Context: an optimization exercise on an open-source flow, tuned for small area and a short achievable clock period. The choices shown serve that exercise and are no tape-out recipe. The RTL was checked by simulation tests, not by an equivalence proof against the original design. Power is estimated from default activity; no workload was simulated.

== run A ==
==> flow/design.v (excerpt) <==
module lab4(Dout, Din, clk, reset);
output  [17:0]  Dout;
input   [7:0]   Din;
input           clk, reset;
reg [7:0] r0, r1, r2, r3, r4, r5, r6, r7, r8, r9, r10;
reg [16:0] s;
wire nrst;
invm u_nrst (.a(reset), .y(nrst));
wire pas1, pac2;
ha upas1 (.a(r1[0]), .b(r7[0]), .s(pas1), .co(pac2));
wire pas3, pac4;
fa upas3 (.a(r1[1]), .b(r7[1]), .c(pac2), .s(pas3), .co(pac4));
wire pas5, pac6;
fa upas5 (.a(r1[2]), .b(r7[2]), .c(pac4), .s(pas5), .co(pac6));
wire pas7, pac8;
fa upas7 (.a(r1[3]), .b(r7[3]), .c(pac6), .s(pas7), .co(pac8));
wire pas9, pac10;
fa upas9 (.a(r1[4]), .b(r7[4]), .c(pac8), .s(pas9), .co(pac10));
wire pas11, pac12;
fa upas11 (.a(r1[5]), .b(r7[5]), .c(pac10), .s(pas11), .co(pac12));
wire pas13, pac14;
fa upas13 (.a(r1[6]), .b(r7[6]), .c(pac12), .s(pas13), .co(pac14));
wire pas15, pac16;
fa upas15 (.a(r1[7]), .b(r7[7]), .c(pac14), .s(pas15), .co(pac16));
wire pbs17, pbc18;
xnor2m upbs17 (.a(r2[0]), .b(r6[0]), .y(pbs17));
or2m upbc18 (.a(r2[0]), .b(r6[0]), .y(pbc18));
wire pbs19, pbc20;
fa upbs19 (.a(r2[1]), .b(r6[1]), .c(pbc18), .s(pbs19), .co(pbc20));
wire pbs21, pbc22;
fa upbs21 (.a(r2[2]), .b(r6[2]), .c(pbc20), .s(pbs21), .co(pbc22));
wire pbs23, pbc24;
fa upbs23 (.a(r2[3]), .b(r6[3]), .c(pbc22), .s(pbs23), .co(pbc24));
wire pbs25, pbc26;
fa upbs25 (.a(r2[4]), .b(r6[4]), .c(pbc24), .s(pbs25), .co(pbc26));
wire pbs27, pbc28;
fa upbs27 (.a(r2[5]), .b(r6[5]), .c(pbc26), .s(pbs27), .co(pbc28));
wire pbs29, pbc30;
  ...
For scale: about 540 cells after synthesis, roughly 110 flip-flops, about 28 I/O pins, about 7000 um2 of cells after synthesis.
Settings: LEC_CHECK=0, CAP_MARGIN=20, CORE_MARGIN=2, CORE_UTILIZATION=40, CTS_BUF_LIST=sky130_fd_sc_hd__clkbuf_8, GPL_ROUTABILITY_DRIVEN=0, PLACE_DENSITY=0.75, SLEW_MARGIN=20, SYNTH_HIERARCHICAL=1, SYNTH_MINIMUM_KEEP_SIZE=0; clock period 13.0 ns.
standard.sh (not shown) runs the stock make flow with config.mk's settings and CLKGATE_MAP_FILE= SYNTH_SCRIPT=/design/flow/synth_recipe.tcl, a recipe that flattens the netlist after the stock synthesis.
==> flow/flow/run.sh <==
#!/bin/bash
# The standard layout (standard.sh) with these changes to its settings:
#  - the port buffers are plain buffers (BUF) instead of the delay-cell
#    footprint-mates that buffer_ports picks by default;
#  - repair_timing aims for a setup slack margin of MARGIN ns;
#  - clock tree synthesis inserts no dummy loads.
# Everything else (synthesis, floorplan, power grid, placement, routing) is
# the standard flow's.  The make output goes to standard.log; ORFS keeps each
# step's log under orfs/logs.
set -euo pipefail
MARGIN=5
BUF=sky130_fd_sc_hd__buf_4
export BUFFER_PORTS_ARGS="-buffer_cell $BUF"
export CTS_ARGS="-sink_clustering_enable -repair_clock_nets -buf_list sky130_fd_sc_hd__clkbuf_8 -dont_use_dummy_load"
sed -e "s/\"\${@:-finish}\"/SETUP_SLACK_MARGIN=$MARGIN \"\${@:-finish}\"/" standard.sh > standard_margin.sh
grep -q "SETUP_SLACK_MARGIN=$MARGIN" standard_margin.sh
bash standard_margin.sh > standard.log 2>&1
Run A did not stop at any stage, and its layout met the timing, design-rule and antenna checks.
#### Input delta (run B over run A)
Settings: CORE_UTILIZATION: 40 -> 50; PLACE_DENSITY: 0.75 -> unset; GPL_ROUTABILITY_DRIVEN: 0 -> unset.
[summary]
- Against run A, run B comes in 45 lower on number of tapcells.
- Lower layout overhead on the synthesized area was reported by run B, not run A.
- Run A has a higher setup slack at placement than run B.
- Run B vs. run A: required time of the critical path went up by 2.83 ns.
- Comparing run A and run B, fraction of power spent switching nets is higher on run A.
- Setup slack in run B is larger than in run A.
- The worst vdd rail ir drop reported for run B is smaller than that of run A by 18%.

[what the ideal ports hide]
The results above use ideal ports. As a check the final layouts listed here were re-extracted and re-timed, cells and wires unchanged.
Step 1: set_driving_cell puts a clkbuf_16 on clk and a buf_2 on each other input, an assumption about the parent block.
Step 2 moves the port delays by t, midway between the first and last clock arrival at a register: inputs arrive t later, outputs are due t later. That takes back most of the time a late clock gives input paths.
Three values: no drivers, after step 1, after step 2; two values: the first two.
run	t (ns)	setup slack, ns	worst setup path at the end	latest minus earliest clock arrival (ns)	cell pins on the clock port's net
run A	0.400	5.647 / 5.625 / 5.625	input to output	0.025 / 0.026	1
run B	0.398	5.668 / 5.668 / 5.632	input to register	0.021 / 0.022	1
After both steps every run listed still meets setup and hold. The setup slack of run B, which loses most, moves by 0.000 ns with the drivers and by -0.036 ns with both steps.
